What follows belongs to an exercise in optimizing a design on an open flow for small area; a production flow would make more cautious choices. At most, simulation tests tie the RTL to the original design; equivalence was not proved. Only the layout flow was run in runs 4 and 5; the RTL was not checked for function there. The clock port is modelled as an ideal driver; clocking choices that lean on that would not hold on a real chip. Power is estimated from default activity; no workload was simulated.

==> design/flow/design.v <==
module atm_code(input clk, input rst, input BTN3, BTN2, BTN1, input [3:0] SW,
                output reg [7:0] LED, output reg [6:0] digit4, digit3, digit2, digit1);
  localparam [3:0] IDLE = 4'd8;
  localparam [3:0] PE3 = 4'd9;
  localparam [3:0] PE2 = 4'd6;
  localparam [3:0] PE1 = 4'd5;
  localparam [3:0] LOCK = 4'd4;
  localparam [3:0] MENU = 4'd1;
  localparam [3:0] MONEY = 4'd2;
  localparam [3:0] WARN = 4'd3;
  localparam [3:0] PC3 = 4'd11;
  localparam [3:0] PC2 = 4'd10;
  localparam [3:0] PC1 = 4'd7;
  localparam [3:0] NEW = 4'd0;
  localparam [3:0] RSTC = 4'd13;
  localparam [3:0] LOCKB = 4'd12;
  reg [3:0] st, disp;
  reg [3:0] pin;
  reg [15:0] bal_d;   
  reg [6:0] x;
  wire isMd = (disp == MONEY);   
  wire [4:0] pend = isMd ? x[4:0] : 5'd0;
  reg [3:0] st_n;
  reg [4:0] pend_n;
  wire s = pend[4];
  wire [4:0] c;
  assign c[0] = s;
  genvar i;
  generate for (i = 0; i < 4; i = i + 1) begin : rca
    assign c[i+1] = (bal_d[i] & pend[i]) | (c[i] & (bal_d[i] ^ pend[i]));
  end endgenerate
  wire [15:0] bal;
  assign bal[3:0] = bal_d[3:0] ^ pend[3:0] ^ c[3:0];
  wire [16:4] k;
  assign k[4] = c[4] ^ s;
  generate for (i = 4; i < 16; i = i + 1) begin : incdec
    assign k[i+1] = k[i] & (bal_d[i] ^ s);
  end endgenerate
  assign bal[15:4] = bal_d[15:4] ^ k[15:4];
  wire inc = c[4] & ~s, dec = s & ~c[4];
  wire hi_nz = ~((bal_d[15:4] == 12'd0 & ~inc & ~dec) | (bal_d[15:4] == 12'hfff & inc) | (bal_d[15:4] == 12'd1 & dec));
  wire [4:0] g1, g0;
  assign g1[0] = 1'b1; assign g0[0] = 1'b0;
  generate for (i = 0; i < 4; i = i + 1) begin : cmp
    assign g1[i+1] = (bal[i] & ~SW[i]) | (g1[i] & (bal[i] | ~SW[i]));
    assign g0[i+1] = (bal[i] & ~SW[i]) | (g0[i] & (bal[i] | ~SW[i]));
  end endgenerate
  wire gt = hi_nz | g0[4];
  wire ge = hi_nz | g1[4];
  wire ok = (pin == SW);
  wire t100 = (x == 7'd22);
  wire t50 = ~isMd & (x == 7'd43);
  wire inLOCK = (st == LOCK) | (st == LOCKB);   
  wire run = inLOCK ? !t100 : (st == WARN) ? (!t50 & !isMd) : 1'b0;
  wire [6:0] x_step = {x[5:0], ~(x[6] ^ x[5])};
  always @(*) begin
    pend_n = 5'd0;
    if (st == MONEY) begin
      if (BTN3) pend_n = {1'b0, SW};
      else if (BTN2 && ge) pend_n = {1'b1, ~SW};
    end
  end
  always @(*) begin
    st_n = st;
    case (st)
      IDLE: if (BTN3) st_n = PE3;
      PE3: if (BTN3) st_n = ok ? MENU : PE2; else if (BTN1) st_n = IDLE;
      PE2: if (BTN1) st_n = IDLE; else if (BTN3) st_n = ok ? MENU : PE1;
      PE1: if (BTN1) st_n = IDLE; else if (BTN3) st_n = ok ? MENU : LOCK;
      LOCK, LOCKB: if (t100) st_n = IDLE;
      MENU: if (BTN1) st_n = IDLE; else if (BTN3) st_n = MONEY; else if (BTN2) st_n = PC3;
      MONEY: if (BTN1) st_n = MENU; else if (BTN2 && !gt) st_n = WARN;
      WARN: if (t50) st_n = MONEY;
      PC3: if (BTN1) st_n = MENU; else if (BTN3) st_n = ok ? NEW : PC2;
      PC2: if (BTN1) st_n = MENU; else if (BTN3) st_n = ok ? NEW : PC1;
      PC1: if (BTN1) st_n = MENU; else if (BTN3) st_n = ok ? NEW : LOCKB;
      NEW: if (BTN3) st_n = MENU;
      default: st_n = 4'bxxxx;
    endcase
  end
  always @(posedge clk or posedge rst) begin
    if (rst) begin
      st <= IDLE; disp <= RSTC; pin <= 4'd0; bal_d <= 16'd0;
    end else begin
      st <= st_n; disp <= st; bal_d <= bal;
      if (st == NEW && BTN3) pin <= SW;
    end
  end
  always @(posedge clk) x <= {2'b00, pend_n} | (run ? x_step : 7'd0);
  function [6:0] hex7(input [3:0] v);
    case (v)
      4'd0: hex7 = 7'b0000001;
      4'd1: hex7 = 7'b1001111;
      4'd2: hex7 = 7'b0010010;
      4'd3: hex7 = 7'b0000110;
      4'd4: hex7 = 7'b1001100;
      4'd5: hex7 = 7'b0100100;
      4'd6: hex7 = 7'b0100000;
      4'd7: hex7 = 7'b0001101;
      4'd8: hex7 = 7'b0000000;
      4'd9: hex7 = 7'b0000100;
      4'd10: hex7 = 7'b0001000;
      4'd11: hex7 = 7'b1100000;
      4'd12: hex7 = 7'b0110001;
      4'd13: hex7 = 7'b1000010;
      4'd14: hex7 = 7'b0110000;
      4'd15: hex7 = 7'b0111000;
    endcase
  endfunction
  always @(*) begin
    case (disp)
      IDLE: begin LED = 8'b00000001; digit4 = 7'b0110001; digit3 = 7'b0001000; digit2 = 7'b1111010; digit1 = 7'b1000010; end
      PE3: begin LED = 8'b10000000; digit4 = 7'b0011000; digit3 = 7'b0110000; digit2 = 7'b1111110; digit1 = 7'b0000110; end
      PE2: begin LED = 8'b11000000; digit4 = 7'b0011000; digit3 = 7'b0110000; digit2 = 7'b1111110; digit1 = 7'b0010010; end
      PE1: begin LED = 8'b11100000; digit4 = 7'b0011000; digit3 = 7'b0110000; digit2 = 7'b1111110; digit1 = 7'b1001111; end
      LOCK: begin LED = 8'b11111111; digit4 = 7'b0111000; digit3 = 7'b0001000; digit2 = 7'b1111001; digit1 = 7'b1110001; end
      MENU: begin LED = 8'b00010000; digit4 = 7'b0000001; digit3 = 7'b0011000; digit2 = 7'b0110000; digit1 = 7'b1101010; end
      MONEY: begin LED = 8'b00001000; digit4 = hex7(bal_d[15:12]); digit3 = hex7(bal_d[11:8]); digit2 = hex7(bal_d[7:4]); digit1 = hex7(bal_d[3:0]); end
      WARN: begin LED = 8'b11111111; digit4 = 7'b1111110; digit3 = 7'b1101010; digit2 = 7'b0001000; digit1 = 7'b1111110; end
      PC3: begin LED = 8'b00000100; digit4 = 7'b0011000; digit3 = 7'b0110001; digit2 = 7'b1111110; digit1 = 7'b0000110; end
      PC2: begin LED = 8'b00000110; digit4 = 7'b0011000; digit3 = 7'b0110001; digit2 = 7'b1111110; digit1 = 7'b0010010; end
      PC1: begin LED = 8'b00000111; digit4 = 7'b0011000; digit3 = 7'b0110001; digit2 = 7'b1111110; digit1 = 7'b1001111; end
      NEW: begin LED = 8'b00000010; digit4 = 7'b0011000; digit3 = 7'b0001000; digit2 = 7'b0100100; digit1 = 7'b0100100; end
      RSTC: begin LED = 8'b10101010; digit4 = 7'bx; digit3 = 7'bx; digit2 = 7'bx; digit1 = 7'bx; end
      LOCKB: begin LED = 8'b11111111; digit4 = 7'b0111000; digit3 = 7'b0001000; digit2 = 7'b1111001; digit1 = 7'b1110001; end
      default: begin LED = 8'bx; digit4 = 7'bx; digit3 = 7'bx; digit2 = 7'bx; digit1 = 7'bx; end
    endcase
  end
endmodule
==> design/flow/flow/run.sh <==
#!/bin/bash
# Own layout flow: the standard synthesis, then the combinational logic between the
# standard synthesis's registers is re-mapped by ABC for area (registers, their names and
# cell types are kept as they are). ABC runs with several seeds and two mappers, in two
# rounds (the second starts from the first round's pick); of the netlists whose pre-layout
# worst slack is at least 1.2 ns, the smallest is kept (if none, the one with the best slack). Then the standard layout from floorplan on, with the port buffers
# made of the smallest buffer cell and a clock tree of few, small
# buffers (a clock buffer whose sinks see a slow clock slew after CTS is upsized).
set -euo pipefail
W=$(pwd)
R=$W/orfs/results/$FLOW_PLATFORM/atm_code/base
bash standard.sh synth > std_synth.log 2>&1
cp $R/1_2_yosys.v $W/synth_std.v
# candidates, round 1: ABC seeds 1-6 on the standard synthesis netlist, each mapped with amap
# and with &nf; round 2: seeds 7-12 on the best netlist of round 1. Four at a time.
run_cand() {  # run_cand NAME INPUT.v
  ABC_SCRIPT=$W/area_$1.abc SYNTH_IN=$2 RESYN_OUT=resyn_$1.v yosys -c flow/resyn.tcl > resyn_$1.log 2>&1
  NL=resyn_$1.v openroad -no_init -exit flow/sta.tcl > sta_$1.log 2>&1
}
run_all() {  # run_all INPUT.v NAMES...
  local in=$1 n=0; shift
  for C in "$@"; do
    run_cand $C $in &
    n=$((n + 1))
    if (( n % ${NUM_CORES:-4} == 0 )); then wait; fi
  done
  wait
}
pick() {  # pick NAMES... : the smallest netlist with pre-layout slack >= 1.2 ns, else the best slack
  for C in "$@"; do
    echo "$C $(grep 'Chip area' resyn_$C.log | tail -1 | awk '{print $NF}') $(grep WNS_NS sta_$C.log | awk '{print $2}')"
  done >> candidates.txt
  local b
  b=$(for C in "$@"; do grep "^$C " candidates.txt; done | awk 'NF == 3 && $3 >= 1.2' | sort -k2 -g | head -1 | awk '{print $1}')
  if [[ -z "$b" ]]; then b=$(for C in "$@"; do grep "^$C " candidates.txt; done | awk 'NF == 3' | sort -k3 -gr | head -1 | awk '{print $1}'); fi
  echo $b
}
: > candidates.txt
r1=""
for S in 1 2 3 4 5 6; do
  printf 'strash\n&get -n\n&deepsyn -J 50 -T 120 -S %s\n&put\ndch -f\namap\ntopo\n' $S > area_a$S.abc
  printf 'strash\n&get -n\n&deepsyn -J 50 -T 120 -S %s\n&dch -f\n&nf -R 1000\n&put\ntopo\n' $S > area_n$S.abc
  r1="$r1 a$S n$S"
done
run_all synth_std.v $r1
b1=$(pick $r1)
r2=""
for S in 7 8 9 10 11 12; do
  printf 'strash\n&get -n\n&deepsyn -J 50 -T 120 -S %s\n&put\ndch -f\namap\ntopo\n' $S > area_b$S.abc
  r2="$r2 b$S"
done
run_all resyn_$b1.v $r2
best=$(pick $b1 $r2)
echo "round 1 kept $b1; kept $best" > resyn_choice.txt
cp resyn_$best.v resyn.v
openroad -no_init -exit flow/mkodb.tcl > mkodb.log 2>&1
bash standard.sh $(cat flow/make_args.txt) POST_CTS_TCL=$W/flow/fix_clk.tcl BUFFER_PORTS_ARGS="-buffer_cell sky130_fd_sc_hd__buf_1" \
  CTS_ARGS="$(cat flow/cts_args.txt)" finish > std_finish.log 2>&1
==> design/flow/flow/cts_args.txt <==
-buf_list sky130_fd_sc_hd__clkbuf_4 -sink_clustering_enable -dont_use_dummy_load
==> design/flow/flow/fix_clk.tcl <==
estimate_parasitics -placement
set lim 0.105
set changed 0
foreach inst [get_cells -filter "ref_name =~ sky130_fd_sc_hd__clkbuf_*"] {
  set out [get_pins -of_objects $inst -filter "direction == output"]
  set net [get_nets -of_objects $out]
  set worst 0
  foreach p [get_pins -of_objects $net -filter "direction == input"] {
    set s [get_property $p slew_max]
    if {$s > $worst} { set worst $s }
  }
  set ref [get_property $inst ref_name]
  puts "clock buffer [get_name $inst] $ref worst sink slew [format %.1f [expr {$worst * 1e3}]] ps"
  if {$worst > $lim && $ref eq "sky130_fd_sc_hd__clkbuf_4"} {
    replace_cell $inst sky130_fd_sc_hd__clkbuf_8
    incr changed
  }
}
puts "resized $changed clock buffers"
if {$changed > 0} {
  detailed_placement
  estimate_parasitics -placement
}
foreach inst [get_cells -filter "ref_name =~ sky130_fd_sc_hd__clkbuf_*"] {
  set out [get_pins -of_objects $inst -filter "direction == output"]
  set net [get_nets -of_objects $out]
  set worst 0
  foreach p [get_pins -of_objects $net -filter "direction == input"] {
    set s [get_property $p slew_max]
    if {$s > $worst} { set worst $s }
  }
  puts "after: [get_name $inst] [get_property $inst ref_name] [format %.1f [expr {$worst * 1e3}]] ps"
}
==> design/flow/flow/make_args.txt <==
GPL_TIMING_DRIVEN=1
==> design/flow/flow/mkodb.tcl <==
# 1_synth.odb from the re-mapped netlist, as ORFS's synth_odb.tcl makes it from 1_2_yosys.v
set p $::env(FLOW_HOME)/platforms/sky130hd
set R orfs/results/$::env(FLOW_PLATFORM)/atm_code/base
read_lef $p/lef/sky130_fd_sc_hd.tlef
read_lef $p/lef/sky130_fd_sc_hd_merged.lef
read_liberty $p/lib/sky130_fd_sc_hd__tt_025C_1v80.lib
read_verilog resyn.v
link_design $::env(FLOW_TOP)
read_sdc $R/1_2_yosys.sdc
write_db $R/1_synth.odb
write_sdc -no_timestamp $R/1_synth.sdc
==> design/flow/flow/resyn.tcl <==
# Re-map the combinational logic of the standard synthesis netlist; registers stay.
set lib $::env(FLOW_HOME)/platforms/sky130hd/lib/sky130_fd_sc_hd__tt_025C_1v80.lib
set du {-dont_use *probe* -dont_use *lpflow* -dont_use *clkbuf* -dont_use *clkinv* -dont_use *dlygate* -dont_use *clkdly*}
yosys read_liberty -ignore_miss_func -ignore_miss_dir $lib
yosys read_verilog $::env(SYNTH_IN)
yosys hierarchy -top $::env(FLOW_TOP)
yosys blackbox sky130_fd_sc_hd__df* sky130_fd_sc_hd__edf* sky130_fd_sc_hd__sdf* sky130_fd_sc_hd__dl*
yosys flatten
yosys rename -hide w:*.*
yosys opt -full
yosys read_liberty -lib -overwrite -ignore_miss_func -ignore_miss_dir $lib
yosys abc -liberty $lib {*}$du -script $::env(ABC_SCRIPT)
yosys setundef -zero
yosys splitnets
yosys rename -hide w:*.*
yosys opt_clean -purge
yosys hilomap -singleton -hicell sky130_fd_sc_hd__conb_1 HI -locell sky130_fd_sc_hd__conb_1 LO
yosys insbuf -buf sky130_fd_sc_hd__buf_4 A X
yosys check -assert -mapped
yosys stat -liberty $lib
yosys write_verilog -noattr -nohex -nodec $::env(RESYN_OUT)
==> design/flow/flow/sta.tcl <==
# Pre-layout timing of a candidate netlist (no wires): prints its worst setup slack in ns.
set p $::env(FLOW_HOME)/platforms/sky130hd
read_lef $p/lef/sky130_fd_sc_hd.tlef
read_lef $p/lef/sky130_fd_sc_hd_merged.lef
read_liberty $p/lib/sky130_fd_sc_hd__tt_025C_1v80.lib
read_verilog $::env(NL)
link_design $::env(FLOW_TOP)
read_sdc $::env(FLOW_SDC)
puts "WNS_NS [expr {[sta::worst_slack_cmd max] * 1e9}]"
==> design/flow/standard.sh <==
#!/bin/bash
# synth_recipe.tcl (not shown) runs the flow's synth.tcl, then flattens the netlist and writes it again
# the make line also repeats each setting of config.mk as NAME=value (left out here)
make -C /OpenROAD-flow-scripts/flow DESIGN_CONFIG=/design/flow/config.mk WORK_HOME=/design/flow/orfs CLKGATE_MAP_FILE= SYNTH_SCRIPT=/design/flow/synth_recipe.tcl "${@:-finish}"
==> design/flow/config.mk <==
export PLATFORM = sky130hd
export DESIGN_NAME = atm_code
export DESIGN_NICKNAME = atm_code
export VERILOG_FILES = /design/flow/design.v
export SDC_FILE = /design/flow/constraint.sdc
export NUM_CORES = 4
export LEC_CHECK = 0
export CAP_MARGIN = 20
export CORE_MARGIN = 2
export CORE_UTILIZATION = 40
export SLEW_MARGIN = 20
==> design/flow/constraint.sdc <==
create_clock -name core_clock -period 5.0 [get_ports {clk}]
set_input_delay 1.0000 -clock core_clock [delete_from_list [all_inputs] [get_ports {clk}]]
set_output_delay 1.0000 -clock core_clock [all_outputs]
set_load 0.01 [all_outputs]
==> run notes, run 1 <==
GRT:
- The number of antenna violations at the first check in global routing is 0.
- After global routing the overflow that remains totals 0.
- The largest net degree at the start of global routing is 29.
- The number of global-route vias before repair was 2,689.
- In the global route stage, overall resource usage came out at 0.2303.
- The global-route wire length before repair is 13,240 um.

Cells and area:
- The library cell used most frequently in the layout, excluding fill and tap cells, is sky130_fd_sc_hd__nor2_1.
- Leaving out fill and tap cells, the most frequent cells in the layout are 83 x sky130_fd_sc_hd__nor2_1, 66 x sky130_fd_sc_hd__inv_1, 44 x sky130_fd_sc_hd__buf_1.
- The net count of the finished layout is 448.
- The repair_antennas step left the layout with diodes totalling 0.
- After routing the design area is 0.002925 mm^2.
- The synthesis-to-finish area growth is 13.50%.
- Of the cells placed in the final design, the portion with a size suffix greater than 1 is 0.03204.

Worst setup path:
- The kind of start point of the critical path is a register.
- The kind of end point of the critical path is a register.
- Data on the critical path arrives at its endpoint at 4600 ps.
- The largest fanout on the critical path is 8.
- The endpoint required time on the critical path is 5200 ps.
- The critical setup path kind is register to register.

Drt:
- After the first detailed-routing iteration, the DRC count stood at 243.
- The remaining antenna violation count is 0.
- The routed via count divided by cell count is 5.877.
- The number of iterations in the first detailed-routing pass is 5.
- The final route contains 3,021 vias.
- The count of unresolved DRC violations after routing is 0.
- After detailed routing, the average wire length per cell comes to 15.93 um.
- The final routed wirelength across all metal layers is 8188 um.

Die:
- Pin placement for this block handled 45 I/O pins.
- For this configuration, the core starts out at a cell density of 0.4106.
- The core region is 0.006277 mm^2.
- Measured along the x axis, the die boundary spans 84.27 um.
- In this run the core area contains 29 standard-cell rows.
- The floorplan step defined a die boundary enclosing 0.007101 mm^2.
- The height of the die is 84.27 um.

Clock network:
- The CTS sink count is 35.
- The later-pin clock latency in the skew report is 360 ps.
- TritonCTS built the clock tree.
- The clock edge transition at the registers on the reported setup and hold paths is 100 ps.

Status:
- The run finished with no timing, DRC or antenna violations.

Synthesis:
- After synthesis, the mean cell area works out to 6.712 um^2.
- For this run, the number of Yosys warnings is 1.
- The cell area that synthesis handed to floorplanning was 0.002577 mm^2.
- The instance count of the mapped netlist is 384.
- Synthesis produced a netlist with a net count of 393.

Placed design:
- The routability congestion estimate is 0.9599.
- The wire-length estimate of the detail-placed layout is 6288 um.
- At the placement stage, the worst setup path has a slack of 559.5 ps.
- The count of input and output buffers is 44.
- The area after detailed placement is 0.002869 mm^2.

STA:
- Across the routed clock network, the largest skew measured is 29.16 ps.
- Adding up every negative setup slack in the final design gives 0 ps.
- The number of pins with negative max-slew slack in the final report is 0.
- Counting I/O delays and the setup requirement, the final critical path takes 4403 ps.
- Of the available clock period, the critical path in the final layout requires 0.8805.
- Setup violations remaining at the end of the flow were counted as 0.
- In this run the tightest slew margin relative to its limit is 0.5514.
- The measured slew at the worst slew-check pin is 666.8 ps.
- Once routing completed, OpenROAD measured the worst setup slack at 597.4 ps.
- The final hold violation count is 0.
- Based on the critical path, the design can be clocked at up to 227.1 MHz.
- Setup repair after global routing left no endpoint under its margin.

Worst hold path:
- The tightest min-delay check is of the register to register type.

Power and ir drop:
- In this run the power density over the cells is 630.8 mW/mm^2.
- The analysis attributes to cell leakage a power of 1.153 nW.
- The highest ir drop seen on vdd is 0.0003632 V.

Job:
- Across the run, the number of max-cap violations was 0.
[cell type report]
| class | instances | area (um^2) |
|---|---|---|
| timing repair buffer | 48 | 195.2 |
| inverter | 66 | 247.7 |
| clock buffer | 5 | 50.05 |
| fill | 699 | 3352 |
| sequential | 35 | 845.8 |
| tap | 77 | 96.34 |
| multi-input combinational | 283 | 1490 |
[path summary, 6_finish.rpt]
path                        from         to  slack [ps]  depth (start not counted)
hold / removal             st[3]    disp[3]         410                          0
hold reg to reg            st[3]    disp[3]         410                          0
max in group asynchronous    rst    disp[0]        4000                          3
min in group asynchronous    rst  bal_d[10]         680                          3
setup / recovery            x[4]       x[2]         600                         21
setup reg to reg            x[4]       x[2]         600                         21
[metal layers]
metal | vias to the layer above | track usage | routed length, um
met5 | - | 0 | 0
met4 | 0 | 0.07771 | 167
met3 | 17 | 0.03245 | 503
met2 | 132 | 0.3838 | 3818
met1 | 1391 | 0.3073 | 3698
li1 | 1481 | - | -
[through the flow]
step / std cells / total power, W / hold slack [ps] / utilization
floorplan: 384 / 0.001275 / 386.1 / -
global route: 514 / 0.001990 / 424.3 / 0.4660
detailed placement: 509 / 0.001664 / 408.8 / 0.4570
finish: 514 / 0.001845 / 407.1 / 0.4660
global placement: 509 / 0.001662 / 413.8 / 0.4570
[flip-flops by register name (all words and copies together), names as in the netlist]
register  cells
pin           4
x             7
disp          4
bal_d        16
st            4
[critical path: stages (launching register included)]
cell and delay (ps):
sky130_fd_sc_hd__dfxtp_1 470, sky130_fd_sc_hd__inv_1 140, sky130_fd_sc_hd__o22ai_1 260, sky130_fd_sc_hd__nor2b_1 210, sky130_fd_sc_hd__o22ai_1 120, sky130_fd_sc_hd__nor2b_1 170
sky130_fd_sc_hd__o22ai_1 180, sky130_fd_sc_hd__nor2b_1 210, sky130_fd_sc_hd__o22ai_1 130, sky130_fd_sc_hd__nor4_2 340, sky130_fd_sc_hd__o22ai_1 160, sky130_fd_sc_hd__nor2_1 150
sky130_fd_sc_hd__inv_1 70, sky130_fd_sc_hd__nor2_1 200, sky130_fd_sc_hd__o221ai_1 180, sky130_fd_sc_hd__inv_1 100, sky130_fd_sc_hd__o21ai_0 120, sky130_fd_sc_hd__nor2_1 240
sky130_fd_sc_hd__o221ai_1 200, sky130_fd_sc_hd__o2111ai_1 280, sky130_fd_sc_hd__or3_1 220, sky130_fd_sc_hd__o221ai_1 120
[power by group]
group	total, W	switching (W)	leakage, nW	internal (W)
combinational	0.00117	0.000773	0.711	0.000396
clock	0.000162	0.0000985	0.0282	0.0000640
sequential	0.000514	0.000133	0.414	0.000380
total	0.00185	0.00101	1.15	0.000840
==> run 2, diff against run 1 <==
==> design/flow/flow/make_args.txt (replaced) <==
GPL_TIMING_DRIVEN=0
==> run 2 against run 1 <==
Compared with the run above:
- critical path type unchanged
- clock-buffer cell count stayed put
- first-iteration DRC count is 2.1% lower
- largest power group unchanged
- final cell count is 0.58% lower
- core utilization hardly changed
==> run notes, run 2 <==
Cells and area:
- In the final layout, the registers with the most flip-flops are bal_d (16), x (7).
- 0 antenna diodes ended up in the layout.
- The number of nets in the layout is 445.
- The flip-flop count of the largest register after layout is 16.
- The finished cells cover 0.002924 mm^2.
- The share of final-layout standard cells stronger than drive strength 1 is 0.04378.
- The multi-input combinational cells in the finished layout cover a total of 0.001509 mm^2.
- The filler cells instantiated in the layout total 679.
- The sequential cell area in the final layout is 848.3 um^2.
- The library cell used most frequently in the layout, excluding fill and tap cells, is sky130_fd_sc_hd__nor2_1.
- The register name with the most flops is bal_d.
- In the layout the commonest cells are 80 x sky130_fd_sc_hd__nor2_1, 64 x sky130_fd_sc_hd__inv_1, 44 x sky130_fd_sc_hd__buf_1.
- Compared with the post-synthesis result, the final layout area differs by 13.45%.

Power and ir drop:
- Of the total power, the share spent switching nets is 0.5435.
- The combinational share of power is 0.630.
- The internal power contribution is 0.0008358 W.
- The switching power of the nets is 0.0009952 W.
- Total power for the finished layout comes to 0.001831 W.
- Of the total power, the clock network draws 0.085.
- The register share of total power is 0.285.
- The highest ir drop seen on vdd is 0.0003098 V.
- In this run the static leakage power is 1.153 nW.
- The cell area power density is 626.2 mW/mm^2.

Die:
- The initial core utilization is 0.4106.
- After floorplanning, the core was sized to cover 0.006277 mm^2.
- The number of rows in the core area is 29.
- The floorplan step set the die height to 84.27 um.
- 45 I/O pins were placed.
- The width of the die is 84.27 um.
- The floorplan step defined a die boundary enclosing 0.007101 mm^2.

Synthesis:
- The synthesis warning total is 1.
- The synthesized area divided by synthesized cell count is 6.712 um^2.
- Synthesis produced a netlist with a net count of 393.
- Counting every instance in the synthesized netlist gives 384.
- The mapped netlist covers 0.002577 mm^2.

STA:
- For the final database, setup skew stands at 27.72 ps.
- Based on the critical path, the design can be clocked at up to 224.2 MHz.
- Counting I/O delays and the setup requirement, the final critical path takes 4460 ps.
- The worst hold-check slack is 423.1 ps.
- The final setup violation count is 0.
- For the final routed database, the setup TNS stands at 0 ps.
- The final setup slack of the worst path is 539.6 ps.
- The number of pins with negative max-slew slack in the final report is 0.
- The relative slew slack is 0.5219.
- The final hold violation count is 0.
- Of the available clock period, the critical path in the final layout requires 0.8921.
- The measured slew at the worst slew-check pin is 710.7 ps.
- Setup repair after global routing left no endpoint under its margin.

Worst setup path:
- For the worst setup path, the data required time is 5170 ps.
- The worst setup path is launched from a register.
- The largest fanout on the critical path is 10.
- STA classifies the critical path endpoint as a register.
- The critical setup path kind is register to register.
- Data arrives at the worst endpoint at 4640 ps.

Placed design:
- Summing all placed instances gives a cell area of 0.002839 mm^2.
- In this run the tool buffered the top-level ports with 44 buffer cells.
- The routability congestion estimate is 0.9274.
- The detailed placement HPWL is 6074 um.
- Before CTS, the worst setup slack after placement is -175.9 ps.

GRT:
- The number of global-route vias before repair is 2,755.
- Entering global routing, the biggest net connects 29 pins.
- The first global-routing pass estimated 13,020 um of wire.
- For this run, the total global-route usage over all layers was measured as 0.2225.
- For this run the aggregate overflow at the end of global routing stands at 0.
- The number of antenna violations at the first check in global routing was 0.

Drt:
- The count of unresolved DRC violations after routing is 0.
- Wires add up to 7928 um.
- The remaining antenna violation count is 0.
- The first detailed-routing pass ran for 5 iterations.
- After detailed routing, the average wire length per cell comes to 15.51 um.
- The first routing iteration left 238 violations.
- The overall via count from detail_route is 2,997.
- The routed via count divided by cell count is 5.865.

Worst hold path:
- The tightest min-delay check is of the register to register type.

Clock network:
- The clock tree from TritonCTS is built.
- The clock edge transition at the registers on the reported setup and hold paths is 100 ps.
- The clock net in this run drives a total of 35 sinks.
- For the worst-skew pair, the clock arrives at the later sink with an insertion delay of 330 ps.

Job:
- Max-cap violations in this run came to 0.

Status:
- The flow ran to the end and the layout has no timing, DRC or antenna violations.
run 2: stage by stage:
step	instances	utilization
final	511	0.4658
after global routing	511	0.4658
after global placement	505	0.4523
after floorplan	384	-
after detailed placement	505	0.4523
run 2: cell type report:
cell class,instances,area share
sequential,35,0.2901
multi-input combinational,283,0.5160
timing repair buffer,45,0.05905
clock buffer,5,0.01712
tap,77,0.03295
inverter,66,0.08472
run 2: metal layers:
metal	GRT usage	part of all wire	up-vias
met2	0.3608	0.46	107
met4	0.07771	0.022	0
met1	0.2999	0.46	1397
li1	-	-	1479
met5	0	0	-
met3	0.03835	0.057	14
run 2: worst max-delay path, cell delays in order (launching register included):
cell and delay (ps):
sky130_fd_sc_hd__dfrtp_2 460, sky130_fd_sc_hd__inv_1 110, sky130_fd_sc_hd__o22ai_1 230, sky130_fd_sc_hd__nor2b_1 210, sky130_fd_sc_hd__o22ai_1 120, sky130_fd_sc_hd__nor2b_1 180, sky130_fd_sc_hd__o22ai_1 250, sky130_fd_sc_hd__nor2b_1 240
sky130_fd_sc_hd__o22ai_2 110, sky130_fd_sc_hd__nor4_2 240, sky130_fd_sc_hd__o22ai_1 180, sky130_fd_sc_hd__nor2_1 160, sky130_fd_sc_hd__inv_1 80, sky130_fd_sc_hd__nor2_1 230, sky130_fd_sc_hd__o221ai_1 200, sky130_fd_sc_hd__inv_1 110
sky130_fd_sc_hd__o21ai_0 150, sky130_fd_sc_hd__nor2_2 230, sky130_fd_sc_hd__o221ai_1 190, sky130_fd_sc_hd__o2111ai_1 280, sky130_fd_sc_hd__or3_1 240, sky130_fd_sc_hd__o221ai_1 130
run 2: path summary, 6_finish.rpt:
path | slack (ps) | startpoint | cells past startpoint | end
worst max register to register | 540 | bal_d[0] | 21 | x[3]
worst min register to register | 420 | st[3] | 0 | disp[3]
worst max-delay path | 540 | bal_d[0] | 21 | x[3]
worst min-delay path | 420 | st[3] | 0 | disp[3]
max in group asynchronous | 3820 | rst | 2 | bal_d[0]
min in group asynchronous | 710 | rst | 2 | st[0]
run 2: power by group through the flow:
stage	combinational [W]	sequential [W]	clock, W
after floorplan	0.000801	0.000474	0
after global placement	0.00113	0.000514	0
after detailed placement	0.00113	0.000514	0
after global routing	0.00128	0.000535	0.000168
final	0.00115	0.000522	0.000156
==> run 3, diff against run 2 <==
--- a/design/flow/design.v
+++ b/design/flow/design.v
@@ -1,6 +1,6 @@
 module atm_code(input clk, input rst, input BTN3, BTN2, BTN1, input [3:0] SW,
                 output reg [7:0] LED, output reg [6:0] digit4, digit3, digit2, digit1);
-  localparam [3:0] IDLE = 4'd8;
-  localparam [3:0] PE3 = 4'd9;
+  localparam [3:0] IDLE = 4'd0;
+  localparam [3:0] PE3 = 4'd7;
   localparam [3:0] PE2 = 4'd6;
   localparam [3:0] PE1 = 4'd5;
@@ -11,8 +11,8 @@
   localparam [3:0] PC3 = 4'd11;
   localparam [3:0] PC2 = 4'd10;
-  localparam [3:0] PC1 = 4'd7;
-  localparam [3:0] NEW = 4'd0;
+  localparam [3:0] PC1 = 4'd9;
+  localparam [3:0] NEW = 4'd12;
   localparam [3:0] RSTC = 4'd13;
-  localparam [3:0] LOCKB = 4'd12;
+  localparam [3:0] LOCKB = 4'd8;
   reg [3:0] st, disp;
   reg [3:0] pin;
==> design/flow/flow/make_args.txt (replaced) <==
GPL_TIMING_DRIVEN=1
==> run 3 against run 2 <==
Compared with the run above:
- area after synthesis grew 0.63%
- synthesized cell count grew 2.3%
- sequential share of layout area decreased by 0.23 points
- final cell count is 2.2% higher
- still clean
- critical endpoint is now st[0]
- highest routed layer unchanged
- non-clock buffer count up 2
==> run notes, run 3 <==
Drt:
- The initial DRC count is 298.
- Before antenna repair, the detailed router went through 5 iterations.
- Once detail routing completed, the nets flagged for antenna violations numbered 0.
- The wire length per cell after detailed routing is 14.74 um.
- The routed layout has 2,995 vias.
- Summed over all layers, the routed wires come to 7694 um.
- The count of unresolved DRC violations after routing is 0.
- Dividing the detail-routed via count by the number of cells gives 5.738.

Worst setup path:
- The kind of start point of the critical path is a register.
- The worst setup path is captured at a register.
- The most numerous cell type found on the critical path is sky130_fd_sc_hd__nor2_1.
- The critical path's largest stage delay is 360 ps.
- The critical setup path kind is register to register.
- The arrival time of data at the critical path endpoint is 4550 ps.
- Of all nets on the critical path, the largest fanout is 6.
- The slowest cell on the critical path is sky130_fd_sc_hd__dfxtp_1.
- The endpoint required time on the critical path is 5220 ps.

STA:
- The final clock period utilization by the worst path is 0.8663.
- Setup repair after global routing left no endpoint under its margin.
- The measured slew at the worst slew-check pin is 830.9 ps.
- The final hold violation count is 0.
- The highest clock rate is 230.9 MHz.
- The worst pin sits at a relative slew slack of 0.4418.
- Setup violations remaining at the end of the flow were counted as 0.
- The number of pins with negative max-slew slack in the final report was 0.
- The sum of negative setup slack is 0 ps.
- On the final layout, the worst clock skew is 21.88 ps.
- The shortest clock period the worst path allows after layout is 4331 ps.

Placed design:
- Once detailed placement completed, the half-perimeter wirelength came to 6175 um.
- Routability-driven placement finished with a final weighted congestion of 0.9791.
- Buffers placed on the I/O ports in this run total 44.
- The placed instances occupy a cell area of 0.002870 mm^2.

Power and ir drop:
- Power spread over the standard cell area amounts to 735.0 mW/mm^2.
- IR analysis of the VDD net gives a maximum drop of 0.0003291 V.
- The static leakage is 1.210 nW.

GRT:
- The number of global-route vias before repair was 2,673.
- The number of antenna violations at the first check in global routing is 0.
- The largest net degree at the start of global routing is 29.
- The first global-routing pass estimated 13,130 um of wire.
- The total overflow reported by the global router is 0.
- In the global route stage, overall resource usage came out at 0.2265.

Cells and area:
- The number of nets in the layout is 456.
- Leaving out fill and tap cells, the most frequent cell in the layout is sky130_fd_sc_hd__nor2_1.
- The flip-flop count of the largest register after layout is 16.
- In the final layout, the multi-input gates occupy 0.001538 mm^2.
- The final standard cell area without fillers is 0.002934 mm^2.
- The sequential cell area in the final layout is 844.6 um^2.
- The synthesis-to-finish area growth is 13.12%.
- Of the cells placed in the final design, the portion with a size suffix greater than 1 is 0.02697.
- The library cells used most frequently in the layout, excluding fill and tap cells, are 83 x sky130_fd_sc_hd__nor2_1, 58 x sky130_fd_sc_hd__inv_1, 47 x sky130_fd_sc_hd__o21ai_0.
- In the final layout, the registers with the most flip-flops are bal_d (16), x (7).
- The register name with the most flops is bal_d.
- The number of diodes is 0.
- After filler insertion, the fill cell instance count of the layout stands at 678.

Clock network:
- TritonCTS built the clock tree.
- The later-pin clock latency in the skew report is 340 ps.
- The clock net in this run drives a total of 35 sinks.
- Clock-pin slew was measured on the worst setup and hold paths at 70 ps.

Synthesis:
- Synthesis produced a netlist with a net count of 402.
- The synthesized area divided by synthesized cell count is 6.600 um^2.
- The synthesis warning total is 1.
- After synthesis the cells add up to 0.002594 mm^2.
- The instance count of the mapped netlist is 393.

Job:
- The max-capacitance violation count is 0.

Die:
- The count of pins on the block boundary is 45.
- The width of the die is 84.53 um.
- The floorplan has 29 rows.
- The total die area is 0.007144 mm^2.
- The height of the die is 84.53 um.
- The core region is 0.006314 mm^2.
- The initial core utilization is 0.4108.

Status:
- The flow ran to the end and the layout has no timing, DRC or antenna violations.

Worst hold path:
- The worst hold path belongs to the class register to register.
==> run 3: stage by stage <==
stage,hold slack [ps],util,total power [W],worst slack [ps],instances
6_report,446.9,0.4647,0.002157,668.7,522
3_5_place_dp,437.8,0.4546,0.001977,662.6,516
2_1_floorplan,408.9,-,0.001529,1351,393
3_3_place_gp,438.8,0.4546,0.001983,858.0,516
5_1_grt,470.2,0.4647,0.002386,28.82,522
==> run 3: worst paths after layout <==
| kind | cells past startpoint | slack [ps] | from | endpoint |
|---|---|---|---|---|
| hold / removal | 0 | 450 | st[3] | disp[3] |
| setup reg to reg | 25 | 670 | x[4] | st[0] |
| setup / recovery | 25 | 670 | x[4] | st[0] |
| hold reg to reg | 0 | 450 | st[3] | disp[3] |
| min in group asynchronous | 3 | 700 | rst | bal_d[10] |
| max in group asynchronous | 3 | 3970 | rst | disp[2] |
==> run 3: area by class of cell <==
type	instances	area share
Timing Repair Buffer	47	0.06397
Clock buffer	5	0.01706
Sequential cell	35	0.2878
Multi-Input combinational cell	300	0.5241
Inverter	58	0.07420
Tap cell	77	0.03284
==> run 3: metal layers <==
| metal | GRT usage | vias up | routed length [um] |
|---|---|---|---|
| li1 | - | 1502 | - |
| met1 | 0.3370 | 1363 | 3768 |
| met2 | 0.3178 | 111 | 3196 |
| met3 | 0.04916 | 19 | 533 |
| met4 | 0.08947 | 0 | 195 |
| met5 | 0 | - | 0 |
==> run 3: report_power, final <==
| part | leakage, nW | switching (W) | internal, W |
|---|---|---|---|
| Combinational | 0.782 | 0.000962 | 0.000477 |
| Sequential | 0.399 | 0.000159 | 0.000404 |
| Clock | 0.0282 | 0.0000902 | 0.0000639 |
==> run 3: critical path: cells and delay by family, from the launching register on <==
kind	cells	cell delay, ps
compound gates	10	1680
buf+inv	4	490
flops	1	360
simple gates	11	1710
==> run 4, diff against run 3 <==
--- a/design/flow/design.v
+++ b/design/flow/design.v
@@ -1,18 +1,18 @@
 module atm_code(input clk, input rst, input BTN3, BTN2, BTN1, input [3:0] SW,
                 output reg [7:0] LED, output reg [6:0] digit4, digit3, digit2, digit1);
-  localparam [3:0] IDLE = 4'd0;
-  localparam [3:0] PE3 = 4'd7;
-  localparam [3:0] PE2 = 4'd6;
-  localparam [3:0] PE1 = 4'd5;
-  localparam [3:0] LOCK = 4'd4;
-  localparam [3:0] MENU = 4'd1;
-  localparam [3:0] MONEY = 4'd2;
-  localparam [3:0] WARN = 4'd3;
-  localparam [3:0] PC3 = 4'd11;
-  localparam [3:0] PC2 = 4'd10;
-  localparam [3:0] PC1 = 4'd9;
-  localparam [3:0] NEW = 4'd12;
-  localparam [3:0] RSTC = 4'd13;
-  localparam [3:0] LOCKB = 4'd8;
+  localparam [3:0] IDLE = 4'd13;
+  localparam [3:0] PE3 = 4'd3;
+  localparam [3:0] PE2 = 4'd1;
+  localparam [3:0] PE1 = 4'd2;
+  localparam [3:0] LOCK = 4'd0;
+  localparam [3:0] MENU = 4'd15;
+  localparam [3:0] MONEY = 4'd14;
+  localparam [3:0] WARN = 4'd12;
+  localparam [3:0] PC3 = 4'd7;
+  localparam [3:0] PC2 = 4'd5;
+  localparam [3:0] PC1 = 4'd6;
+  localparam [3:0] NEW = 4'd10;
+  localparam [3:0] RSTC = 4'd8;
+  localparam [3:0] LOCKB = 4'd4;
   reg [3:0] st, disp;
   reg [3:0] pin;
==> run 4 against run 3 <==
Compared with the run above:
- register-to-register slack got worse by 70 ps
- flip-flop and latch count unchanged
- highest routed layer unchanged
- critical endpoint is now st[1]
- largest cell class unchanged
- largest power group unchanged
- sequential share of layout area increased by 0.27 points
- wire length rose by 4.1%
- clock power grew about 10%
- total power shrank 27%
- worst setup slack worse by 69 ps
==> run notes, run 4 <==
GRT:
- The largest net degree at the start of global routing is 29.
- Global routing finished with a remaining overflow of 0.
- The number of antenna violations at the first check in global routing came to 0.
- The number of global-route vias before repair came to 2,801.
- The all-layer global routing usage is 0.2257.
- The global-route wire length before repair is 13,050 um.

Power and ir drop:
- The static leakage is 1.178 nW.
- IR analysis of the VDD net gives a maximum drop of 0.0002626 V.
- In this run the power density over the cells is 542.7 mW/mm^2.
- The design draws 0.001580 W.

Worst setup path:
- On the worst path, the slowest cell contributes a delay of 610 ps.
- The kind of start point of the critical path is a register.
- Broken down by cell family, the worst path's largest delay share belongs to compound AO/OA/AOI/OAI gates.
- The endpoint required time on the critical path is 5220 ps.
- Traced cell by cell, the critical path runs through inv_1 > nor2_1 > inv_1 > nor2_1 > inv_1 > nor2_1 > o221ai_1 > inv_1 > o221ai_1 > inv_1 > o21ai_0 > inv_1 > nand2_1 > a21oi_1 > o21ai_0 > inv_1 > a41oi_1 > a2111o_1 > or4_1 > o21a_1.
- The most numerous cell type found on the critical path is sky130_fd_sc_hd__inv_1.
- The critical path in this run is classified as register to register.
- The arrival time of data at the critical path endpoint is 4620 ps.
- STA classifies the critical path endpoint as a register.
- The largest fanout on the critical path is 8.
- The slowest cell on the critical path is sky130_fd_sc_hd__dfstp_2.
- The total buffers and inverters traversed by the critical path is 7.

Worst hold path:
- The class of the tightest hold or removal check is register to register.

Clock network:
- The later-pin clock latency in the skew report is 340 ps.
- The CTS sink count is 35.
- TritonCTS built the clock tree.
- Clock-pin slew was measured on the worst setup and hold paths at 90 ps.

Placed design:
- Buffers placed on the I/O ports in this run total 44.
- At the end of routability-driven placement, the weighted congestion stood at 0.9580.
- The HPWL after detailed placement is 6209 um.
- At the placement stage, the worst setup path has a slack of 676.8 ps.

Cells and area:
- Counting flops per register, the top entry is bal_d.
- The final-layout fill cell count is 671.
- At the end of the flow the core is filled with cells to 0.4612.
- The most common library cell in the layout ignoring fill and taps is sky130_fd_sc_hd__nor2_1.
- The register with the most flip-flops in the layout has 16 of them.
- Leaving out fill and tap cells, the most frequent cells in the layout are 82 x sky130_fd_sc_hd__nor2_1, 63 x sky130_fd_sc_hd__inv_1, 44 x sky130_fd_sc_hd__buf_1.
- The synthesis-to-finish area growth is 12.58%.
- The number of nets in the layout is 448.
- 0 antenna diodes ended up in the layout.
- In the final layout, the share of cells above drive strength 1 is 0.02288.
- In the final layout, the registers with the most flip-flops are bal_d (16), x (7).

STA:
- The sum of negative setup slack is 0 ps.
- Dividing the final minimum period by the clock period gives 0.8801.
- Setup repair after global routing left no endpoint under its margin.
- Setup slack closes at 599.3 ps.
- The clock arrives with 21.66 ps of skew.
- The final setup violation count is 0.
- After layout, the minimum clock period comes to 4401 ps.
- The highest clock rate is 227.2 MHz.
- At the pin with the least slew margin, the transition time is 681.6 ps.
- The relative slew slack is 0.5435.
- The number of pins with negative max-slew slack in the final report was 0.
- The final hold violation count is 0.

Die:
- Row generation in the floorplan step produced 29 rows.
- The initial utilization of the core area, before any placement, comes to 0.4096.
- The die is 84.41 um tall.
- The region available for standard cell placement spans 0.006314 mm^2.
- The die covers 0.007125 mm^2.
- The die is 84.41 um wide.
- Pin placement for this block handled 45 I/O pins.

Synthesis:
- The synthesized area divided by synthesized cell count is 6.683 um^2.
- Synthesis produced 387 cells.
- The post-synth net total is 396.
- For this run, the number of Yosys warnings is 1.
- The mapped netlist covers 0.002586 mm^2.

Drt:
- In this run the remaining antenna-violating nets after routing total 0.
- The routed via count divided by cell count is 5.802.
- The initial DRC count is 261.
- The first TritonRoute pass finished after 6 iterations.
- After detailed routing, the average wire length per cell comes to 15.58 um.
- The routed layout has 2,982 vias.
- Summed over all layers, the routed wires come to 8009 um.
- The count of unresolved DRC violations after routing is 0.

Status:
- The flow ran to the end and the layout has no timing, DRC or antenna violations.

Job:
- Max-cap violations in this run came to 0.
## run 4: cell types whose count changed in the layout (fill, tap and decap cells not counted), moves of 3 or more
cell / delta
sky130_fd_sc_hd__o21ai_0: -10
sky130_fd_sc_hd__nor3_1: -8
sky130_fd_sc_hd__inv_1: +5
sky130_fd_sc_hd__nand3_1: +5
sky130_fd_sc_hd__o22a_1: -5
sky130_fd_sc_hd__nand2_1: -3
sky130_fd_sc_hd__nor4_1: +3
sky130_fd_sc_hd__o21a_1: +3
sky130_fd_sc_hd__o221ai_1: +3
## run 4: power by group
part	switching (W)	internal, W	leakage (nW)
clock	0.0000972	0.0000725	0.0308
combinational	0.000627	0.000310	0.741
sequential	0.000105	0.000368	0.406
total	0.000829	0.000751	1.18
## run 4: final cells by class
class	instances	area, um^2	share of cell area
multi-input combinational	289	1504	0.5165
inverter	63	236.5	0.08122
clock buffer	5	56.30	0.01934
tap	77	96.34	0.03309
sequential	35	845.8	0.2905
timing repair buffer	45	172.7	0.05930
## run 4: per-layer routing
layer	vias up	part of all wire	track usage
li1	1478	-	-
met4	0	0.019	0.07215
met1	1375	0.43	0.2771
met3	15	0.056	0.03441
met5	-	0	0
met2	114	0.49	0.4055
## run 4: metrics by stage
stage / hold slack [ps] / std cells / area, um^2
2_1_floorplan: 391.0 / 387 / 2586
3_3_place_gp: 417.3 / 509 / 2855
3_5_place_dp: 415.0 / 509 / 2855
5_1_grt: 426.3 / 514 / 2912
6_report: 407.3 / 514 / 2912
## run 4: worst register-to-register path, delay by kind of cell, from the launching register on
kind,cells,cell delay [ps]
AOI/OAI and AO/OA,8,1530
buffers and inverters,7,820
and+or+nand+nor,5,1310
DFF,1,610
## run 4: worst paths after layout
check                      depth (start not counted)  startpoint  slack, ps         to
hold reg to reg                                    0       st[3]        410    disp[3]
max in group asynchronous                          3         rst       3970      st[3]
min in group asynchronous                          3         rst        690  bal_d[15]
setup reg to reg                                  20     disp[3]        600      st[1]
hold / removal                                     0       st[3]        410    disp[3]
setup / recovery                                  20     disp[3]        600      st[1]
==> run 5, diff against run 4 <==
--- a/design/flow/design.v
+++ b/design/flow/design.v
@@ -1,18 +1,18 @@
 module atm_code(input clk, input rst, input BTN3, BTN2, BTN1, input [3:0] SW,
                 output reg [7:0] LED, output reg [6:0] digit4, digit3, digit2, digit1);
-  localparam [3:0] IDLE = 4'd13;
-  localparam [3:0] PE3 = 4'd3;
-  localparam [3:0] PE2 = 4'd1;
+  localparam [3:0] IDLE = 4'd11;
+  localparam [3:0] PE3 = 4'd1;
+  localparam [3:0] PE2 = 4'd0;
   localparam [3:0] PE1 = 4'd2;
-  localparam [3:0] LOCK = 4'd0;
-  localparam [3:0] MENU = 4'd15;
-  localparam [3:0] MONEY = 4'd14;
-  localparam [3:0] WARN = 4'd12;
-  localparam [3:0] PC3 = 4'd7;
-  localparam [3:0] PC2 = 4'd5;
+  localparam [3:0] LOCK = 4'd3;
+  localparam [3:0] MENU = 4'd10;
+  localparam [3:0] MONEY = 4'd8;
+  localparam [3:0] WARN = 4'd9;
+  localparam [3:0] PC3 = 4'd5;
+  localparam [3:0] PC2 = 4'd4;
   localparam [3:0] PC1 = 4'd6;
-  localparam [3:0] NEW = 4'd10;
-  localparam [3:0] RSTC = 4'd8;
-  localparam [3:0] LOCKB = 4'd4;
+  localparam [3:0] NEW = 4'd14;
+  localparam [3:0] RSTC = 4'd15;
+  localparam [3:0] LOCKB = 4'd7;
   reg [3:0] st, disp;
   reg [3:0] pin;
==> run 5 against run 4 <==
Compared with the run above:
- still clean on timing, DRC and antenna
- global-route usage is 0.34 points higher
- core utilization stayed put
- fmax is 17% higher
- largest cell class unchanged
- highest routed layer unchanged
- clock-buffer cell count stayed put
==> run notes, run 5 <==
Worst setup path:
- The kind of end point of the critical path is an output pin.
- Traced cell by cell, the critical path runs through inv_1 > nor2_1 > inv_1 > nor2_1 > inv_1 > o22ai_1 > nor2_1 > o32ai_1 > buf_1.
- The endpoint required time on the critical path is 4000 ps.
- The setup path with the least slack is of type register to output pin.
- In this design, the stage delay of the slowest critical-path cell is 570 ps.
- The worst setup path is launched from a register.
- The largest fanout on the critical path is 13.
- The slowest cell on the critical path is sky130_fd_sc_hd__dfstp_2.
- Data on the critical path arrives at its endpoint at 2770 ps.

GRT:
- For this run, global-route usage on met1 was measured as 0.3181.
- In this run the most used layer during global routing was met2.
- The number of antenna violations at the first check in global routing was 0.
- The met2 routing resource usage after global routing is 0.3508.
- The global routing usage on met3 is 0.04720.
- The total overflow left after global routing is 0.
- The number of global-route vias before repair is 2,695.
- Entering global routing, the biggest net connects 29 pins.
- The first global-routing pass estimated 13,180 um of wire.
- The all-layer global routing usage is 0.2291.

Cells and area:
- The share of final-layout standard cells stronger than drive strength 1 is 0.02982.
- Leaving out fill and tap cells, the most frequent cell in the layout is sky130_fd_sc_hd__nor2_1.
- The register with the most flip-flops in the layout has 16 of them.
- The largest registers in the layout are bal_d (16), x (7).
- The register name with the most flops is bal_d.
- The number of diodes is 0.
- In the layout the commonest cells are 93 x sky130_fd_sc_hd__nor2_1, 63 x sky130_fd_sc_hd__inv_1, 44 x sky130_fd_sc_hd__buf_1.
- The number of nets in the layout is 447.
- From synthesis to final layout, the design area changed by 12.31%.

Synthesis:
- The synthesized area divided by synthesized cell count is 6.716 um^2.
- When the netlist entered floorplanning its net count stood at 395.
- After synthesis the cells add up to 0.002592 mm^2.
- The instance count of the mapped netlist is 386.
- For this run, the number of Yosys warnings is 1.

STA:
- The shortest clock period the worst path allows after layout is 3771 ps.
- Dividing the final minimum period by the clock period gives 0.7542.
- The number of pins with negative max-slew slack in the final report is 0.
- The sum of negative setup slack is 0 ps.
- The final setup slack of the worst path is 1229 ps.
- The worst clock skew is 27.94 ps.
- Measured against its own limit, the worst slew margin works out to 0.4976.
- At the pin with the least slew margin, the transition time is 734.6 ps.
- The final hold violation count is 0.
- Setup repair after global routing left no endpoint under its margin.
- Setup violations remaining at the end of the flow were counted as 0.
- Based on the critical path, the design can be clocked at up to 265.2 MHz.

Die:
- The die is 84.51 um tall.
- The initial core utilization is 0.4106.
- The floorplan step defined a die boundary enclosing 0.007141 mm^2.
- The count of pins on the block boundary is 45.
- The placeable core area is 0.006314 mm^2.
- The width of the die is 84.51 um.
- The floorplan has 29 rows.

Placed design:
- The routability congestion estimate is 0.8865.
- The count of input and output buffers is 44.
- Before CTS, the worst setup slack after placement is 1350 ps.
- The detailed placement HPWL is 6437 um.

Power and ir drop:
- The net switching share of the total power is 0.5613.
- Summed over all nets, the switching power comes to 0.001214 W.
- The power consumption is 0.002163 W.
- The register share of total power is 0.269.
- The share of total power dissipated in combinational logic is 0.658.
- Across the VDD grid, the largest voltage drop is 0.0003915 V.
- The fraction of power consumed by the clock network is 0.073.
- The internal power contribution is 0.0009491 W.
- In this run the power density over the cells is 743.0 mW/mm^2.
- The static leakage is 1.187 nW.

Drt:
- The remaining antenna violation count is 0.
- The final routed wirelength across all metal layers is 8086 um.
- Using the TritonRoute via totals, the vias-per-cell ratio works out to 5.844.
- The wire length per cell after detailed routing is 15.76 um.
- The count of unresolved DRC violations after routing is 0.
- For this run, the detailed router's first-pass iteration total came to 5.
- The initial DRC count is 227.
- The overall via count from detail_route is 2,998.

Worst hold path:
- The path class of the tightest hold or removal check is register to register.

Clock network:
- The clock edge transition at the registers on the reported setup and hold paths is 80 ps.
- The CTS sink count is 35.
- The clock reaches the later pin of the worst-skew pair after 330 ps.
- The clock tree from TritonCTS is built.

Status:
- The run finished with no timing, DRC or antenna violations.

Job:
- The tool flagged a number of max-cap violations equal to 0.
run 5: worst paths after layout:
check                      startpoint   endpoint  slack (ps)  depth (start not counted)
max in group asynchronous         rst      st[0]        3960                          3
min in group asynchronous         rst   bal_d[2]         700                          3
max reg2reg                  bal_d[0]       x[2]        1280                         19
min                             st[0]    disp[0]         400                          0
max                           disp[3]  digit1[4]        1230                          9
min reg2reg                     st[0]    disp[0]         400                          0
run 5: metrics by stage:
step                hold WS, ps    util  instance area, um^2  std cells
floorplan                 378.7       -                 2592        386
global placement          395.0  0.4532                 2861        508
detailed placement        391.8  0.4532                 2861        508
global route              403.3  0.4612                 2912        513
finish                    396.6  0.4612                 2912        513
run 5: layout make-up:
type                       count  area, um^2
tap                           77       96.34
fill                         713        3402
timing repair buffer          45       172.7
clock buffer                   5       50.05
sequential                    35       849.6
multi-input combinational    288        1506
inverter                      63       236.5
run 5: layer usage:
layer | vias to the layer above | wire [um]
met5 | - | 0
met4 | 0 | 231
met3 | 21 | 604
met2 | 135 | 3576
met1 | 1358 | 3673
li1 | 1484 | -
run 5: power groups by stage:
stage	Sequential, W	Clock, W	Combinational, W
6_report	0.000581	0.000158	0.00142
3_3_place_gp	0.000580	0	0.00141
3_5_place_dp	0.000579	0	0.00141
2_1_floorplan	0.000523	0	0.00100
5_1_grt	0.000601	0.000176	0.00158
run 5: worst max-delay path: cells and delay by family, from the launching register on:
| kind | cells | cell delay (ps) |
|---|---|---|
| and+or+nand+nor | 3 | 640 |
| DFF | 1 | 570 |
| buffers and inverters | 4 | 720 |
| AOI/OAI and AO/OA | 2 | 530 |
==> run 6, diff against run 5 <==
--- a/design/flow/design.v
+++ b/design/flow/design.v
@@ -1,18 +1,18 @@
 module atm_code(input clk, input rst, input BTN3, BTN2, BTN1, input [3:0] SW,
                 output reg [7:0] LED, output reg [6:0] digit4, digit3, digit2, digit1);
-  localparam [3:0] IDLE = 4'd11;
-  localparam [3:0] PE3 = 4'd1;
-  localparam [3:0] PE2 = 4'd0;
-  localparam [3:0] PE1 = 4'd2;
-  localparam [3:0] LOCK = 4'd3;
-  localparam [3:0] MENU = 4'd10;
-  localparam [3:0] MONEY = 4'd8;
-  localparam [3:0] WARN = 4'd9;
-  localparam [3:0] PC3 = 4'd5;
-  localparam [3:0] PC2 = 4'd4;
-  localparam [3:0] PC1 = 4'd6;
-  localparam [3:0] NEW = 4'd14;
-  localparam [3:0] RSTC = 4'd15;
-  localparam [3:0] LOCKB = 4'd7;
+  localparam [3:0] IDLE = 4'd5;
+  localparam [3:0] PE3 = 4'd13;
+  localparam [3:0] PE2 = 4'd15;
+  localparam [3:0] PE1 = 4'd14;
+  localparam [3:0] LOCK = 4'd12;
+  localparam [3:0] MENU = 4'd7;
+  localparam [3:0] MONEY = 4'd4;
+  localparam [3:0] WARN = 4'd6;
+  localparam [3:0] PC3 = 4'd9;
+  localparam [3:0] PC2 = 4'd11;
+  localparam [3:0] PC1 = 4'd10;
+  localparam [3:0] NEW = 4'd2;
+  localparam [3:0] RSTC = 4'd0;
+  localparam [3:0] LOCKB = 4'd8;
   reg [3:0] st, disp;
   reg [3:0] pin;
==> run 6 against run 5 <==
Compared with the run above:
- critical path depth up 7
- clock power about the same
- cell area shrank 0.13%
==> run notes, run 6 <==
Worst setup path:
- STA classifies the critical path endpoint as a register.
- Along the worst path, the maximum fanout reaches 11.
- The kind of start point of the critical path is a register.
- Counting cells, the worst reg-to-reg path comes to 16.
- STA puts the critical path data arrival time at 4460 ps.
- The endpoint identified for the worst register-to-register timing path is x[4].
- In this run the worst setup path begins at disp[1].
- In this run the critical register-to-register path is launched from disp[1].
- The setup slack of the most critical reg-to-reg path is 730 ps.
- The critical path is of the register to register type.
- For the worst setup path, the data required time is 5190 ps.
- The most critical setup path has its endpoint at x[4].

Power and ir drop:
- The combinational share of power is 0.666.
- The register share of total power is 0.261.
- Of the total power, the share spent switching nets is 0.5651.
- The fraction of power consumed by the clock network is 0.072.
- Across the VDD grid, the largest voltage drop is 0.0002759 V.
- The switching power of the nets is 0.001242 W.
- The internal power contribution is 0.0009557 W.
- Power spread over the standard cell area amounts to 755.7 mW/mm^2.
- The static leakage is 1.168 nW.

Cells and area:
- For this run, the post-layout net count is 453.
- In the final layout, the registers with the most flip-flops are bal_d (16), x (7).
- Relative to the synthesized area, the layout overhead comes to 12.60%.
- The share of final-layout standard cells stronger than drive strength 1 is 0.02036.
- The library cell used most frequently in the layout, excluding fill and tap cells, is sky130_fd_sc_hd__nor2_1.
- After filler insertion, the fill cell instance count of the layout stands at 706.
- The final standard cell area without fillers is 0.002908 mm^2.
- The top cell types in the final layout, fill and taps aside, are 99 x sky130_fd_sc_hd__nor2_1, 56 x sky130_fd_sc_hd__inv_1, 45 x sky130_fd_sc_hd__o21ai_0.
- The sequential cell area in the final layout is 843.3 um^2.
- The register name with the most flops is bal_d.
- The finished layout holds 519 standard cells, fillers aside.
- The register with the most flip-flops in the layout has 16 of them.
- The repair_antennas step left the layout with diodes totalling 0.
- The multi-input combinational cells in the finished layout cover a total of 0.001535 mm^2.

STA:
- The final setup slack of the worst path is 734.6 ps.
- Headroom to the max-slew limit came out at 0.5681.
- The measured slew at the worst slew-check pin is 646.2 ps.
- Based on the critical path, the design can be clocked at up to 234.4 MHz.
- Setup repair after global routing left no endpoint under its margin.
- Setup violations remaining at the end of the flow were counted as 0.
- The final hold violation count came to 0.
- The worst hold-check slack is 432.2 ps.
- The final clock period utilization by the worst path is 0.8531.
- Setup total negative slack on the finished layout was measured at 0 ps.
- The number of pins with negative max-slew slack in the final report is 0.
- The worst clock skew is 19.26 ps.
- The worst path in the final design needs a cycle of 4265 ps, including I/O delays and setup.

GRT:
- Entering global routing, the biggest net connects 29 pins.
- The total overflow left after global routing is 0.
- The number of global-route vias before repair is 2,803.
- The first global-routing pass estimated 13,460 um of wire.
- Across every metal layer, demand over resource in global routing totals 0.2333.
- The number of antenna violations at the first check in global routing came to 0.

Placed design:
- The number of placed instances with taps included is 514.
- The count of input and output buffers is 44.
- The area after detailed placement is 0.002851 mm^2.
- The routability congestion estimate is 0.9588.
- Prior to clock tree synthesis, the placed netlist has a worst setup slack of 840.5 ps.
- Detailed placement ended at an HPWL of 6380 um.

Die:
- The total die area is 0.007115 mm^2.
- The number of rows in the core area is 29.
- The die is 84.35 um tall.
- The initial utilization of the core area, before any placement, comes to 0.4090.
- The count of pins on the block boundary is 45.
- After floorplanning, the core was sized to cover 0.006314 mm^2.
- Measured along the x axis, the die boundary spans 84.35 um.

Clock network:
- The clock tree from TritonCTS is built.
- After clock tree synthesis, the clock-pin slew on the worst setup and hold paths is 90 ps.
- The tree built by TritonCTS fans out to 35 sinks.
- The later-pin clock latency in the skew report is 330 ps.

Status:
- The flow ran to the end and the layout has no timing, DRC or antenna violations.

Synthesis:
- Averaged over all synthesized cells, the footprint is 6.588 um^2.
- The post-synth net total is 401.
- The summed instance area of the synthesized netlist is 0.002582 mm^2.
- The instance count of the mapped netlist is 392.
- The synthesis warning total is 1.

Drt:
- In the routed design, unresolved DRC markers number 0.
- After detailed routing, the average wire length per cell comes to 15.89 um.
- The final routed wirelength across all metal layers is 8249 um.
- The remaining antenna violation count is 0.
- The initial DRC count is 294.
- The routed via count divided by cell count is 5.788.
- Summing over every cut layer, the via total after detailed routing is 3,004.
- The number of iterations in the first detailed-routing pass is 5.

Job:
- The max-capacitance violation count is 0.

Worst hold path:
- In this run the worst hold path is classified as register to register.
## run 6: how the worst min path moves through the flow
stage | cells after the start | startpoint | end | slack [ps]
6_report | 0 | st[2] | disp[2] | 430
5_1_grt | 0 | st[2] | disp[2] | 440
3_5_place_dp | 0 | st[2] | disp[2] | 420
3_3_place_gp | 0 | st[2] | disp[2] | 420
2_1_floorplan | 0 | st[2] | disp[2] | 400
## run 6: critical path: stages, from the launching register on
cell and delay (ps):
sky130_fd_sc_hd__dfrtp_1 510, sky130_fd_sc_hd__nor2_1 270, sky130_fd_sc_hd__nand2_1 250, sky130_fd_sc_hd__nor2_1 420, sky130_fd_sc_hd__inv_1 330, sky130_fd_sc_hd__a21oi_1 190, sky130_fd_sc_hd__o21ai_0 150, sky130_fd_sc_hd__nor2_1 190
sky130_fd_sc_hd__o21ai_0 170, sky130_fd_sc_hd__nor2_1 220, sky130_fd_sc_hd__o221ai_1 190, sky130_fd_sc_hd__inv_1 100, sky130_fd_sc_hd__o21ai_0 160, sky130_fd_sc_hd__nor2_1 290, sky130_fd_sc_hd__o21ai_0 190, sky130_fd_sc_hd__o2111ai_1 360
sky130_fd_sc_hd__o21ai_0 140
## run 6: area by class of cell
cell class                 instances  area share
multi-input combinational        301      0.5280
sequential                        35      0.2900
inverter                          56     0.07229
timing repair buffer              45     0.05938
tap                               77     0.03313
clock buffer                       5     0.01721
## run 6: per-layer routing
metal / vias up / part of all wire / GRT usage
li1: 1487 / - / -
met1: 1386 / 0.45 / 0.3141
met2: 116 / 0.46 / 0.3802
met3: 15 / 0.067 / 0.04916
met4: 0 / 0.019 / 0.06782
met5: - / 0 / 0
## run 6: per-stage QoR
stage | utilization | total power [W]
final | 0.4606 | 0.002197
after global routing | 0.4606 | 0.002417
after detailed placement | 0.4516 | 0.002020
after global placement | 0.4516 | 0.002015
after floorplan | - | 0.001551
## run 6: power groups by stage
| stage | clock [W] | sequential, W | combinational (W) |
|---|---|---|---|
| 2_1_floorplan | 0 | 0.000523 | 0.00103 |
| 3_3_place_gp | 0 | 0.000573 | 0.00144 |
| 3_5_place_dp | 0 | 0.000575 | 0.00144 |
| 5_1_grt | 0.000178 | 0.000597 | 0.00164 |
| 6_report | 0.000159 | 0.000574 | 0.00146 |
==> run 7, diff against run 6 <==
==> design/flow/flow/mkodb.tcl (replaced) <==
# 1_synth.odb from the re-mapped netlist, as ORFS's synth_odb.tcl makes it from 1_2_yosys.v.
# A combinational cell of the smallest drive strength that drives many pins (the inverted
# reset, typically) is given the x4 cell of the same function, so that the later repair
# does not have to buffer its net.
set p $::env(FLOW_HOME)/platforms/sky130hd
set R orfs/results/$::env(FLOW_PLATFORM)/atm_code/base
read_lef $p/lef/sky130_fd_sc_hd.tlef
read_lef $p/lef/sky130_fd_sc_hd_merged.lef
read_liberty $p/lib/sky130_fd_sc_hd__tt_025C_1v80.lib
read_verilog resyn.v
link_design $::env(FLOW_TOP)
read_sdc $R/1_2_yosys.sdc
foreach net [get_nets *] {
  set loads [get_pins -quiet -of_objects $net -filter "direction == input"]
  if {[llength $loads] < 16} { continue }
  foreach drv [get_pins -quiet -of_objects $net -filter "direction == output"] {
    set inst [get_cells -of_objects $drv]
    set ref [get_property $inst ref_name]
    if {![regexp {^(sky130_fd_sc_hd__(inv|buf|nand2|nor2|and2|or2))_[012]$} $ref -> base]} { continue }
    if {[llength [get_lib_cells -quiet */${base}_4]] == 0} { continue }
    puts "upsizing [get_name $inst] $ref -> ${base}_4 (drives [llength $loads] pins of [get_name $net])"
    replace_cell $inst ${base}_4
  }
}
write_db $R/1_synth.odb
write_sdc -no_timestamp $R/1_synth.sdc
==> run 7 against run 6 <==
Compared with the run above:
- via count is 0.47% higher
- sequential power barely moved
- critical path type unchanged
- combinational power is essentially flat
- clock-buffer cell count unchanged
- worst setup slack better by 24 ps
- fmax increased by 0.57%
- die area about the same
- critical path depth stayed put
- core utilization barely moved
- non-clock buffer count down 1
- flip-flop and latch count unchanged
- final cell count shrank 0.19%
- critical endpoint unchanged
==> run notes, run 7 <==
GRT:
- The total overflow reported by the global router is 0.
- The global-route wire length before repair is 12,850 um.

STA:
- The final hold violation count is 0.
- Setup repair after global routing left no endpoint under its margin.
- The relative slew slack is 0.5609.
- The final clock period utilization by the worst path is 0.8483.
- Subtracting the final worst setup slack from the clock period gives 4241 ps.
- After layout, the worst setup slack is 758.7 ps.
- Adding up every negative setup slack in the final design gives 0 ps.
- The worst clock skew is 20.74 ps.
- The number of pins with negative max-slew slack in the final report is 0.

Placed design:
- At the placement stage, the worst setup path has a slack of 858.6 ps.
- In this run, placement finished with an instance count of 513.
- The routability congestion estimate is 0.9150.

Cells and area:
- The most common library cell in the layout ignoring fill and taps is sky130_fd_sc_hd__nor2_1.
- Leaving out fill and tap cells, the most frequent cells in the layout are 99 x sky130_fd_sc_hd__nor2_1, 55 x sky130_fd_sc_hd__inv_1, 45 x sky130_fd_sc_hd__o21ai_0.
- For this run, the post-layout net count is 452.
- The register with the most flip-flops in the layout has 16 of them.
- The area growth from synthesis to layout is 12.54%.
- The finished layout holds 518 standard cells, fillers aside.
- The largest registers in the layout are bal_d (16), x (7).

Synthesis:
- When the netlist entered floorplanning its net count stood at 401.
- The instance count of the mapped netlist is 392.
- The synthesized area divided by synthesized cell count is 6.594 um^2.

Drt:
- The count of unresolved DRC violations after routing is 0.
- Across all layers, the routed design uses 3,018 vias.
- The final routed wirelength across all metal layers is 8052 um.
- The remaining antenna violation count is 0.

Die:
- The core region is 0.006314 mm^2.
- After floorplanning, the core was divided into 29 placement rows.
- The initial core utilization is 0.4094.
- The height of the die is 84.39 um.
- The die covers 0.007122 mm^2.

Worst setup path:
- The setup path with the least slack is of type register to register.
- In this run the worst path has a maximum fanout of 11.
- The terminus of the critical flop-to-flop path is x[4].
- The signal on the critical path passes through nor2_1 > nand2_1 > nor2_1 > inv_1 > a21oi_1 > o21ai_0 > nor2_1 > o21ai_0 > nor2_1 > o221ai_1 > inv_1 > o21ai_0 > nor2_1 > o21ai_0 > o2111ai_1 > o21ai_0.
- The largest individual stage delay along the critical path comes from the cell sky130_fd_sc_hd__dfrtp_1.
- The arrival time of data at the critical path endpoint is 4440 ps.
- The critical path contains buffers and inverters numbering 2 combined.
- The endpoint required time on the critical path is 5200 ps.
- Setup slack on the worst reg-to-reg path comes out at 760 ps.
- The largest single stage delay on the critical path is 490 ps.

Power and ir drop:
- IR analysis of the VDD net gives a maximum drop of 0.0003239 V.
- The switching power of the nets is 0.001240 W.
- The cell area power density is 757.9 mW/mm^2.

Clock network:
- The clock reaches the later pin of the worst-skew pair after 340 ps.
- After clock tree synthesis, the clock-pin slew on the worst setup and hold paths is 70 ps.

Status:
- The flow ran to the end and the layout has no timing, DRC or antenna violations.
[run 7: per-stage QoR]
stage | cell area [um^2] | utilization | power [W] | hold WS (ps)
floorplan | 2585 | - | 0.001551 | 403.0
global placement | 2846 | 0.4509 | 0.002009 | 414.5
detailed placement | 2846 | 0.4509 | 0.002011 | 413.5
global route | 2909 | 0.4608 | 0.002411 | 438.6
finish | 2909 | 0.4608 | 0.002205 | 427.4
[run 7: how the worst max path moves through the flow]
stage / cells past startpoint / startpoint / to / slack (ps)
floorplan: 21 / x[4] / st[1] / 1540
global placement: 16 / disp[1] / x[4] / 1010
detailed placement: 20 / x[4] / x[4] / 860
global route: 16 / disp[1] / x[4] / 140
finish: 16 / disp[1] / x[4] / 760
[run 7: cell type report]
type | count | area (um^2) | area share
clock buffer | 5 | 56.30 | 0.01935
sequential | 35 | 843.3 | 0.2899
tap | 77 | 96.34 | 0.03312
inverter | 56 | 212.7 | 0.07312
multi-input combinational | 301 | 1535 | 0.5277
timing repair buffer | 44 | 165.2 | 0.05677
[run 7: metal layers]
metal / GRT usage / share of wire / vias to the layer above
met2: 0.3622 / 0.46 / 127
met4: 0.05628 / 0.013 / 0
met1: 0.3082 / 0.45 / 1388
li1: - / - / 1492
met3: 0.04621 / 0.074 / 11
met5: 0 / 0 / -
[run 7: power by group through the flow]
stage          sequential (W)  clock, W  combinational (W)
2_1_floorplan        0.000523         0            0.00103
3_3_place_gp         0.000572         0            0.00144
3_5_place_dp         0.000571         0            0.00144
5_1_grt              0.000595  0.000188            0.00163
6_report             0.000572  0.000171            0.00146

Check on run 7: ideal ports give 0.759 ns setup slack; a clkbuf_16 on the clock port and buf_2 on the inputs give 0.759 ns; moving port delays by the midpoint clock arrival (0.362 ns) as well gives 0.759 ns.
